This is an optimization exercise on Yosys and OpenROAD, whose aim is small area, not a production implementation. In this exercise RTL edits were held to simulation tests only and were not proved equivalent to the original. Power figures rest on the tool's default switching activity, not on a simulated workload.

==> inputs of cedar <==
## pqr5_core_top
module pqr5_core_top #(
   parameter PC_INIT         = 32'h0000_0000,           
   parameter IS_RF_ON_BRAM   = 0,     
   parameter EN_BPREDICT_DYN = 1,   
   parameter BHT_IDW         = 8,           
   parameter BHT_TYPE        = "flops",          
   parameter BHT_BIAS        = 2'b10,          
   parameter GHRW            = (8+2),              
   parameter EN_RAS          = 1,            
   parameter RAS_DPT         = 8            
)
(   
   input  logic             clk                 ,   
   input  logic             aresetn             ,   
   input  logic             i_ext_stall         ,   
   output logic [32-1:0] o_imem_pc           ,   
   output logic             o_imem_pc_valid     ,   
   input  logic             i_imem_stall        ,   
   input  logic [32-1:0] i_imem_pc           ,   
   input  logic [32-1:0] i_imem_pkt          ,   
   input  logic             i_imem_pkt_valid    ,   
   output logic             o_imem_stall        ,   
   output logic             o_imem_flush        ,   
   output logic             o_dmem_wen          ,   
   output logic [32-1:0] o_dmem_addr         ,   
   output logic [1:0]       o_dmem_size         ,   
   output logic [32-1:0] o_dmem_wdata        ,   
   output logic             o_dmem_req          ,   
   input  logic             i_dmem_stall        ,   
   output logic             o_dmem_flush        ,   
   input  logic [32-1:0] i_dmem_rdata        ,   
   input  logic             i_dmem_ack          ,   
   output logic             o_dmem_stall            
);
localparam BPCW  = BHT_IDW+2 ;         
localparam RPTW  = $clog2(RAS_DPT) ;   
logic [32-1:0] fu_du_pc          ;   
logic [32-1:0] fu_du_instr       ;   
logic             fu_du_br_taken    ;   
logic             fu_du_bubble      ;   
logic             du_fu_stall       ;   
logic             fu_du_is_call      ;   
logic [32-1:0] fu_du_ras_ret_addr ;   
  ...
==> flow/config.mk <==
export PLATFORM = sky130hd
export DESIGN_NAME = pqr5_core_top
export DESIGN_NICKNAME = pqr5_core_top
export VERILOG_FILES = /design/flow/design.v
export SDC_FILE = /design/flow/constraint.sdc
export NUM_CORES = 4
export LEC_CHECK = 0
export CAP_MARGIN = 35
export CORE_MARGIN = 2
export CORE_UTILIZATION = 40
export CTS_CLUSTER_DIAMETER = 100
export CTS_CLUSTER_SIZE = 20
export PLACE_DENSITY = 0.6
export SLEW_MARGIN = 35
==> flow/constraint.sdc <==
create_clock -name core_clock -period 10.0 [get_ports {clk}]
set_input_delay 2.0000 -clock core_clock [delete_from_list [all_inputs] [get_ports {clk}]]
set_output_delay 2.0000 -clock core_clock [all_outputs]
set_load 0.01 [all_outputs]
run.sh (not shown) runs the stock make flow with config.mk's settings and CLKGATE_MAP_FILE= SYNTH_SCRIPT=/design/flow/synth_recipe.tcl, a recipe that flattens the netlist after the stock synthesis.
==> inputs of violet, as changes to cedar <==
--- a/flow/design.v
+++ b/flow/design.v
@@ -163,13 +163,16 @@
 end
 assign wr_en = rbk_en_extnd | push_en ;   
 assign top_ptr_m1 = top_ptr_ff-1 ;
 logic [PTRW-1:0] rd_ptr ;
 logic [DW-1:0]   rd_data ;
 assign rd_ptr     = push_en ? wr_ptr : top_ptr_m1 ;
-assign rd_data    = stack[rd_ptr] ;
+always_comb begin
+   rd_data = '0 ;
+   for (int i = 0; i < DPT; i++) rd_data = rd_data | (stack[i] & {DW{rd_ptr == PTRW'(i)}}) ;
+end
 assign o_pop_data = rd_data ;
 assign push_en     = i_push_en           ;   
 assign pop_en      = i_pop_en & ~o_empty ;   
 assign o_full     = (count_ff[PTRW] == 1'b1);   
 assign o_empty    = (count_ff == 0);
 assign o_alm_full = &count_ff[PTRW-1:0];   
@@ -200,13 +203,14 @@
    input  logic               i_is_call     ,   
    input  logic               i_is_ret      ,   
    input  logic               i_instr_valid ,   
    output logic [ST_PTRW-1:0] o_st_snap_ptr ,   
    output logic               o_st_snap_full,   
    output logic [32-1:0]   o_ret_addr    ,   
-   output logic               o_ret_taken   ,   
+   output logic               o_ret_taken   ,
+   output logic               o_ret_taken_c ,   
    output logic               o_flush           
 );
 logic               is_call_valid       ;   
 logic               is_ret_valid        ;   
 logic               ret_taken           ;   
 logic               ret_taken_rg        ;   
@@ -267,16 +271,14 @@
       ret_taken_rg       <= '0;
    end
    else if (!i_stall) begin 
       ret_taken_rg       <= ret_taken       ;   
    end
 end
-always_ff @(posedge clk) begin
-   if (!i_stall) ret_addr_on_ret_rg <= ret_addr_on_ret ;   
-end
-assign o_ret_addr  = ret_addr_on_ret_rg ;
+assign o_ret_addr  = ret_addr_on_ret ;
+assign o_ret_taken_c = ret_taken ;
 assign o_ret_taken = ret_taken_rg       ;
 assign ret_taken   = (is_ret_valid && !st_empty);   
 always_ff @(posedge clk or negedge aresetn) begin
    if (!aresetn) begin
       ras_flush_rg <= 1'b0;
    end
@@ -306,29 +308,36 @@
    input  logic           i_rden1  ,
    input  logic [ADW-1:0] i_raddr1 ,
    output logic [1:0]     o_rdata1
 );
 logic [DPT_2N-1:0][1:0] ram ;
 logic [1:0] rdata0_rg, rdata1_rg ;
-always_ff @(posedge clk or negedge aresetn) begin
-   if (!aresetn) begin
-      ram <= '0;
-   end else begin
-      for (integer i=0; i<DPT_2N; i=i+1) begin
-         if (i_wren && (i_waddr == i[ADW-1:0])) ram[i] <= i_wdata ^ RSTVAL ;
-      end
+logic [1:0] wdata_enc ;
+assign wdata_enc = aresetn ? (i_wdata ^ RSTVAL) : 2'b00 ;
+always_ff @(posedge clk) begin
+   for (integer i=0; i<DPT_2N; i=i+1) begin
+      if (!aresetn || (i_wren && (i_waddr == i[ADW-1:0]))) ram[i] <= wdata_enc ;
+   end
+end
+logic [1:0] rd0, rd1 ;
+always_comb begin
+   rd0 = '0 ;
+   rd1 = '0 ;
+   for (integer i=0; i<DPT_2N; i=i+1) begin
+      rd0 = rd0 | (ram[i] & {2{i_raddr0 == i[ADW-1:0]}}) ;
+      rd1 = rd1 | (ram[i] & {2{i_raddr1 == i[ADW-1:0]}}) ;
    end
 end
 always_ff @(posedge clk) begin
    if (i_rden0) begin
-      rdata0_rg <= ram[i_raddr0];
+      rdata0_rg <= rd0;
    end
 end
 always_ff @(posedge clk) begin
    if (i_rden1) begin
-      rdata1_rg <= ram[i_raddr1];
+      rdata1_rg <= rd1;
    end
 end
 assign o_rdata0 = rdata0_rg ^ RSTVAL ;
 assign o_rdata1 = rdata1_rg ^ RSTVAL ;
 endmodule
 module pqGshare_bpredictor#(
@@ -595,23 +604,24 @@
 logic [32-1:0] immJ, immB      ;
 logic             is_op_jal       ;
 logic             is_op_branch    ;
 logic             is_call, is_ret ;
 logic             is_call_rg      ;
 logic [32-1:0] ras_ret_addr    ;
+logic             ras_ret_taken_c ;
 logic             ras_ret_taken   ;
 logic             ras_flush       ;
 logic             stall           ;
 logic             flush           ;
 logic             bu_or_ras_flush ;
 logic             bu_or_bp_flush  ;
 logic             bp_or_ras_flush ;
 always_ff @(posedge clk) begin
    if      (i_exu_bu_flush) begin pc_rg <= i_exu_bu_pc ; end
    else if (bp_flush)       begin pc_rg <= branch_pc   ; end
-   else if (ras_flush)      begin pc_rg <= ras_ret_addr; end
+   else if (ras_flush)      begin pc_rg <= instr_pc_rg ; end   
    else if (!i_imem_stall)  begin pc_rg <= nxt_pc      ; end
 end
 always_ff @(posedge clk or negedge aresetn) begin
    if (!aresetn) begin
       pc_valid_rg    <= 1'b0 ;
       pc_rst_flag_rg <= 1'b1 ;
@@ -622,13 +632,13 @@
    end
 end
 assign nxt_pc = pc_rst_flag_rg ? PC_INIT : (pc_rg + 32'(4)) ;
 always_ff @(posedge clk) begin
    if (!stall) begin
       instr_rg    <= i_imem_pkt ;
-      instr_pc_rg <= i_imem_pc  ;
+      instr_pc_rg <= ras_ret_taken_c ? ras_ret_addr : i_imem_pc ;   
    end
 end
 always_ff @(posedge clk or negedge aresetn) begin
    if (!aresetn) begin
       instr_valid_rg <= 1'b0 ;
    end
@@ -688,12 +698,13 @@
    .i_is_ret          (is_ret),
    .i_instr_valid     (instr_valid & ~bu_or_bp_flush),
    .o_st_snap_ptr     (o_du_ras_snap_ptr),
    .o_st_snap_full    (o_du_ras_snap_full),
    .o_ret_addr        (ras_ret_addr),
    .o_ret_taken       (ras_ret_taken),
+   .o_ret_taken_c     (ras_ret_taken_c),
    .o_flush           (ras_flush)
 );
 assign is_call = ((op == OP_JALR) || (op == OP_JAL)) && (instr[11:7] == 5'd1);
 assign is_ret  =  (op == OP_JALR) && (instr[19:15] == 5'd1) && (instr[11:7] == 5'd0);
 assign is_call_rg = ((op_rg == OP_JALR) || (op_rg == OP_JAL)) && (instr_rg[11:7] == 5'd1);
 assign instr        = i_imem_pkt        ;
@@ -709,18 +720,25 @@
 assign bu_or_ras_flush = flush    | ras_flush       ;
 assign bu_or_bp_flush  = flush    | bp_flush        ;
 assign bp_or_ras_flush = bp_flush | ras_flush       ;
 assign o_imem_flush    = flush    | bp_or_ras_flush ;
 assign o_imem_pc          = pc_rg          ;
 assign o_imem_pc_valid    = pc_valid_rg    ;
-assign o_du_pc            = instr_pc_rg    ;
+logic [32-1:0] instr_pc_p4 ;
+assign instr_pc_p4 = instr_pc_rg + 32'(4) ;
+always_comb begin
+   if      (op_rg == OP_JAL)                     o_du_pc = instr_pc_p4 ;
+   else if (op_rg == OP_JALR && !ras_ret_taken)  o_du_pc = instr_pc_p4 ;
+   else if (op_rg == OP_BRANCH)                  o_du_pc = branch_taken ? instr_pc_p4 : branch_pc ;
+   else                                          o_du_pc = instr_pc_rg ;
+end
 assign o_du_instr         = instr_rg       ;
 assign o_du_br_taken      = branch_taken   ;
 assign o_du_bubble        = ~instr_valid_rg ;
 assign o_du_is_call       = is_call_rg     ;
-assign o_du_ras_ret_addr  = ras_ret_addr   ;
+assign o_du_ras_ret_addr  = instr_pc_rg    ;   
 assign o_du_ras_ret_taken = ras_ret_taken  ;
 endmodule
 module opfwd_control (
    input  logic [32-1:0] i_rf_op0            ,   
    input  logic [32-1:0] i_rf_op1            ,   
    input  logic [32-1:0] i_du_pc             ,   
@@ -906,14 +924,14 @@
    end
 end
 always_comb begin
    o_rs0_data = '0 ;
    o_rs1_data = '0 ;
    for (int i = 1; i < 32; i++) begin
-      if (i_rs0_addr == 5'(i)) o_rs0_data = reg_file[i] ;
-      if (i_rs1_addr == 5'(i)) o_rs1_data = reg_file[i] ;
+      o_rs0_data = o_rs0_data | (reg_file[i] & {32{i_rs0_addr == 5'(i)}}) ;
+      o_rs1_data = o_rs1_data | (reg_file[i] & {32{i_rs1_addr == 5'(i)}}) ;
    end
 end
 endmodule
 import pqr5_core_pkg :: * ;
 module decode_unit #(
    parameter PC_INIT = 32'h0000_0000,   
@@ -1022,59 +1040,35 @@
 logic             du_bubble_rg        ;   
 logic             du_pkt_valid_rg     ;   
 logic             du_br_taken_rg      ;   
 logic             stall               ;   
 logic             du_stall_ext        ;   
 logic             flush               ;   
-always_ff @(posedge clk or negedge aresetn) begin
-   if (!aresetn) begin
-      instr_type_rg   <= 6'b000000 ;   
-      is_risb_rg      <= 1'b0 ; 
-      is_rsb_rg       <= 1'b0 ;
-      is_jalr_rg      <= 1'b0 ;
-      is_j_or_jalr_rg <= 1'b0 ;
-      is_load_rg      <= 1'b0 ;
-      is_lui_rg       <= 1'b0 ;
-      is_alui_rg      <= 1'b0 ;
-   end
-   else begin 
-      if (!stall) begin
-         instr_type_rg   <= instr_type   ;
-         is_risb_rg      <= is_risb      ;
-         is_rsb_rg       <= is_rsb       ;
-         is_jalr_rg      <= is_jalr      ;
-         is_j_or_jalr_rg <= is_j_or_jalr ;
-         is_load_rg      <= is_load      ; 
-         is_alui_rg      <= is_alui      ; 
-         is_lui_rg       <= is_lui       ;
-      end                   
-   end
-end
 always_comb begin
    case (fu_opcode)  
       OP_ALU    : begin 
                      instr_type = 6'b100000    ;   
-                     is_risb    = ~i_fu_bubble ;
-                     is_rsb     = ~i_fu_bubble ; 
+                     is_risb    = 1'b1 ;
+                     is_rsb     = 1'b1 ; 
                   end
       OP_JALR,
       OP_LOAD,
       OP_ALUI   : begin 
                      instr_type = 6'b010000    ;   
-                     is_risb    = ~i_fu_bubble ; 
+                     is_risb    = 1'b1 ; 
                      is_rsb     = 1'b0         ; 
                   end
       OP_STORE  : begin 
                      instr_type = 6'b001000    ;   
-                     is_risb    = ~i_fu_bubble ; 
-                     is_rsb     = ~i_fu_bubble ;
+                     is_risb    = 1'b1 ; 
+                     is_rsb     = 1'b1 ;
                   end
       OP_BRANCH : begin 
                      instr_type = 6'b000100    ;   
-                     is_risb    = ~i_fu_bubble ; 
-                     is_rsb     = ~i_fu_bubble ; 
+                     is_risb    = 1'b1 ; 
+                     is_rsb     = 1'b1 ; 
                   end
       OP_LUI,
       OP_AUIPC  : begin 
                      instr_type = 6'b000010    ;   
                      is_risb    = 1'b0         ; 
                      is_rsb     = 1'b0         ; 
@@ -1099,24 +1093,12 @@
 assign is_alui         = (fu_opcode == OP_ALUI) ;
 assign is_lui          = (fu_opcode == OP_LUI)  ;
 assign is_auipc        = (fu_opcode == OP_AUIPC);
 assign is_lui_or_auipc = (is_lui || is_auipc)   ;
 assign is_sli_sri      = (fu_funct3 == F3_SLLX || fu_funct3 == F3_SRXX);
 assign is_illegal      = ~|(instr_type);
-always_ff @(posedge clk or negedge aresetn) begin
-   if (!aresetn) begin
-      is_alu_op_rg  <= 1'b0 ;
-      alu_opcode_rg <= '0   ;
-   end
-   else begin 
-      if (!stall) begin
-         is_alu_op_rg  <= is_alu_op  ;
-         alu_opcode_rg <= alu_opcode ;
-      end 
-   end
-end
 assign is_alu_op  = (is_alur || is_alui || is_lui_or_auipc);
 always_comb begin
    case ({is_lui_or_auipc, (is_alui && !is_sli_sri)})
       2'b10   : alu_opcode = ALU_ADD ;                    
       2'b01   : alu_opcode = {fu_funct3, 1'b0} ;          
       default : alu_opcode = {fu_funct3, fu_funct7[5]};   
@@ -1130,13 +1112,23 @@
 end
 always_ff @(posedge clk or negedge aresetn) begin
    if      (!aresetn) begin du_bubble_rg <= 1'b1        ; end
    else if (flush)    begin du_bubble_rg <= 1'b1        ; end   
    else if (!stall)   begin du_bubble_rg <= i_fu_bubble ; end   
 end
-assign du_pkt_valid_rg = ~du_bubble_rg ;   
+assign du_pkt_valid_rg = ~du_bubble_rg ;
+assign instr_type_rg   = instr_type   ;
+assign is_risb_rg      = is_risb      ;
+assign is_rsb_rg       = is_rsb       ;
+assign is_jalr_rg      = is_jalr      ;
+assign is_j_or_jalr_rg = is_j_or_jalr ;
+assign is_load_rg      = is_load      ;
+assign is_alui_rg      = is_alui      ;
+assign is_lui_rg       = is_lui       ;
+assign is_alu_op_rg    = is_alu_op    ;
+assign alu_opcode_rg   = alu_opcode   ;   
 always_ff @(posedge clk or negedge aresetn) begin
    if      (!aresetn) begin du_br_taken_rg <= 1'b0          ; end
    else if (!stall)   begin du_br_taken_rg <= i_fu_br_taken ; end   
 end
 logic [GHRW-1:0] du_ghr_snapshot_rg ;   
 always_ff @(posedge clk) begin
@@ -1158,15 +1150,12 @@
       du_is_call_rg       <= i_fu_is_call       ;
       du_ras_ret_taken_rg <= i_fu_ras_ret_taken ;
       du_ras_snap_ptr_rg  <= i_fu_ras_snap_ptr  ;
       du_ras_snap_full_rg <= i_fu_ras_snap_full ;           
    end
 end
-always_ff @(posedge clk) begin
-   if (!stall) du_ras_ret_addr_rg <= i_fu_ras_ret_addr ;   
-end
 always_ff @(posedge clk or negedge aresetn) begin
    if (!aresetn) begin 
       o_exu_rs0_cpy_ff <= '0; 
       o_exu_rs1_cpy_ff <= '0;
    end 
    else if (!stall)   begin
@@ -1175,15 +1164,15 @@
    end
 end
 assign stall        = i_exu_stall & du_pkt_valid_rg ;   
 assign du_stall_ext = stall        ;
 assign o_fu_stall   = du_stall_ext ;   
 assign flush = i_exu_bu_flush ;   
-assign fu_opcode  = i_fu_instr[6:0]    ;
-assign fu_funct3  = i_fu_instr[14:12]  ;
-assign fu_funct7  = i_fu_instr[31:25]  ;
+assign fu_opcode  = du_instr_rg[6:0]   ;   
+assign fu_funct3  = du_instr_rg[14:12] ;
+assign fu_funct7  = du_instr_rg[31:25] ;
 assign reg_src0   = du_instr_rg[19:15] ;
 assign reg_src1   = du_instr_rg[24:20] ;
 assign reg_dest   = du_instr_rg[11:7]  ;
 assign du_opcode  = du_instr_rg[6:0]   ;
 assign is_r_type  = instr_type_rg[5]   ;
 assign is_i_type  = instr_type_rg[4]   ;
@@ -1220,13 +1209,13 @@
 assign o_exu_is_riuj      = is_r_type | is_i_type | is_u_type | is_j_type ;   
 assign o_exu_is_jalr      = is_jalr_rg ;
 assign o_exu_is_j_or_jalr = is_j_or_jalr_rg ;
 assign o_exu_is_load      = is_load_rg ;
 assign o_exu_is_lui       = is_lui_rg  ;
 assign o_exu_is_call      = du_is_call_rg       ;
-assign o_exu_ras_ret_addr = du_ras_ret_addr_rg  ;
+assign o_exu_ras_ret_addr = du_pc_rg  ;   
 assign o_exu_ras_ret_taken= du_ras_ret_taken_rg ;
 assign o_exu_ras_snap_ptr = du_ras_snap_ptr_rg  ;
 assign o_exu_ras_snap_full= du_ras_snap_full_rg ;
 assign o_exu_i_type_imm   = {du_instr_rg[31:20]}                                                       ;
 assign o_exu_s_type_imm   = {du_instr_rg[31:25], du_instr_rg[11:7]}                                    ;
 assign o_exu_b_type_imm   = {du_instr_rg[31], du_instr_rg[7], du_instr_rg[30:25], du_instr_rg[11:8]}   ;
@@ -1645,16 +1634,13 @@
    case ({i_du_is_jal_or_jalr, i_du_is_b_type})
       2'b10   : branch_taken = 1'b1    ;
       2'b01   : branch_taken = b_taken ;
       default : branch_taken = 1'b0    ;
    endcase
 end
-logic [32-1:0] pc_plus_4, pc_plus_immB ;
-assign pc_plus_4    = i_du_pc + 32'(4) ;
-assign pc_plus_immB = i_du_pc + immB ;
-assign pc_add       = (i_du_is_b_type & b_taken) ? pc_plus_immB : pc_plus_4 ;
+assign pc_add = i_du_pc ;
 assign jalr_addr = {sum[32-1:1], 1'b0} ;
 assign is_ras_pred_true = (i_du_ras_ret_addr == jalr_addr) ;
 assign is_ras_mispred   = i_du_ras_ret_taken & ~is_ras_pred_true ;
 logic [32-1:0] store_data ;
 always_comb begin
    case (i_du_funct3[1:0])
@@ -1693,13 +1679,13 @@
       4'b0001 : exu_bubble = du_bubble ;
       default : exu_bubble = 1'b1      ;
    endcase
 end
 always_ff @(posedge clk) begin
    if (!stall) begin
-      res_rg  <= i_du_is_jal_or_jalr ? pc_plus_4 : (i_du_is_s_type ? store_data : alu_result) ;
+      res_rg  <= i_du_is_jal_or_jalr ? i_du_pc : (i_du_is_s_type ? store_data : alu_result) ;
       addr_rg <= (i_du_is_load | i_du_is_s_type | i_du_is_jalr) ? {sum[32-1:1], sum[0] & ~i_du_is_jalr} : pc_add ;
       bp_idx_ghr_rg <= i_du_ghr_snapshot ;
    end
 end
 always_ff @(posedge clk or negedge aresetn) begin
    if (!aresetn) begin
==> results by group <==
Final layout
  – Register area: around 65000 um^2
  – Util after Layout: ~46%
  – Finished Layout Cells: roughly 15000

Worst hold path
  – Worst Hold End: inst_execution_unit.bp_idx_ghr_rg[5]

Floorplan
  – Initial core utilization: 40.15%

Power
  – Worst VDD drop: 0.0001877 V

Timing
  – Worst-margin pin slew: between 1 and 1.5 ns
  – Rel. slew slack: 24.78%

Global route
  – Initial antenna violation count: 83
  – Met2 GRT Util: between 50% and 60%

Critical path
  – Worst EP required: around 11 ns

Outcome
  – Outcome: timing/DRC/antenna clean
That was cedar.
==> results by group <==
Final layout
  – Util after Layout: a little under half
  – Register area: 65560 um^2
  – Finished Layout Cells: roughly 13000
  – Commonest cells after routing, fill and taps aside: edfxtp_1 (2117), a22oi_1 (845), nand2_1 (583), o21ai_0 (546), and3_1 (481)

Critical path
  – Worst EP required: about 11 ns

Worst hold path
  – Worst Hold End: inst_decode_unit.du_ghr_snapshot_rg[6]

Power
  – Worst VDD drop: roughly 0.00013 V

Floorplan
  – Initial core utilization: around 40%

Outcome
  – Outcome: timing/DRC/antenna clean
That was violet.

## re-timing with driven ports
No port has a modelled driver above. Below, the same layouts with a new extraction and two added sets of constraints.
Step 1, drivers: a clkbuf_16 drives clk and a buf_2 each remaining input, both assumed.
Step 2 times the ports against the registers' clock, not the clock port: input delays grow and output delays shrink by t, the midpoint of the rising clock arrivals with the driver on.
Three values: ideal ports, drivers, drivers and shift; two values: the first two.
run | shift t [ns] | slack for setup (ns) | worst hold slack (ns) | worst setup path after step 2 | worst data-port slew with drivers (ns)
cedar | 0.985 | 0.680 / 0.680 / 0.415 | 0.425 / 0.425 / 0.425 | input to register | 0.20
violet | 0.978 | 0.982 / 0.982 / 0.684 | 0.402 / 0.402 / 0.402 | input to register | 0.19
After both steps every run listed still meets setup and hold. The setup slack of violet, which loses most, moves by 0.000 ns with the drivers and by -0.298 ns with both steps.
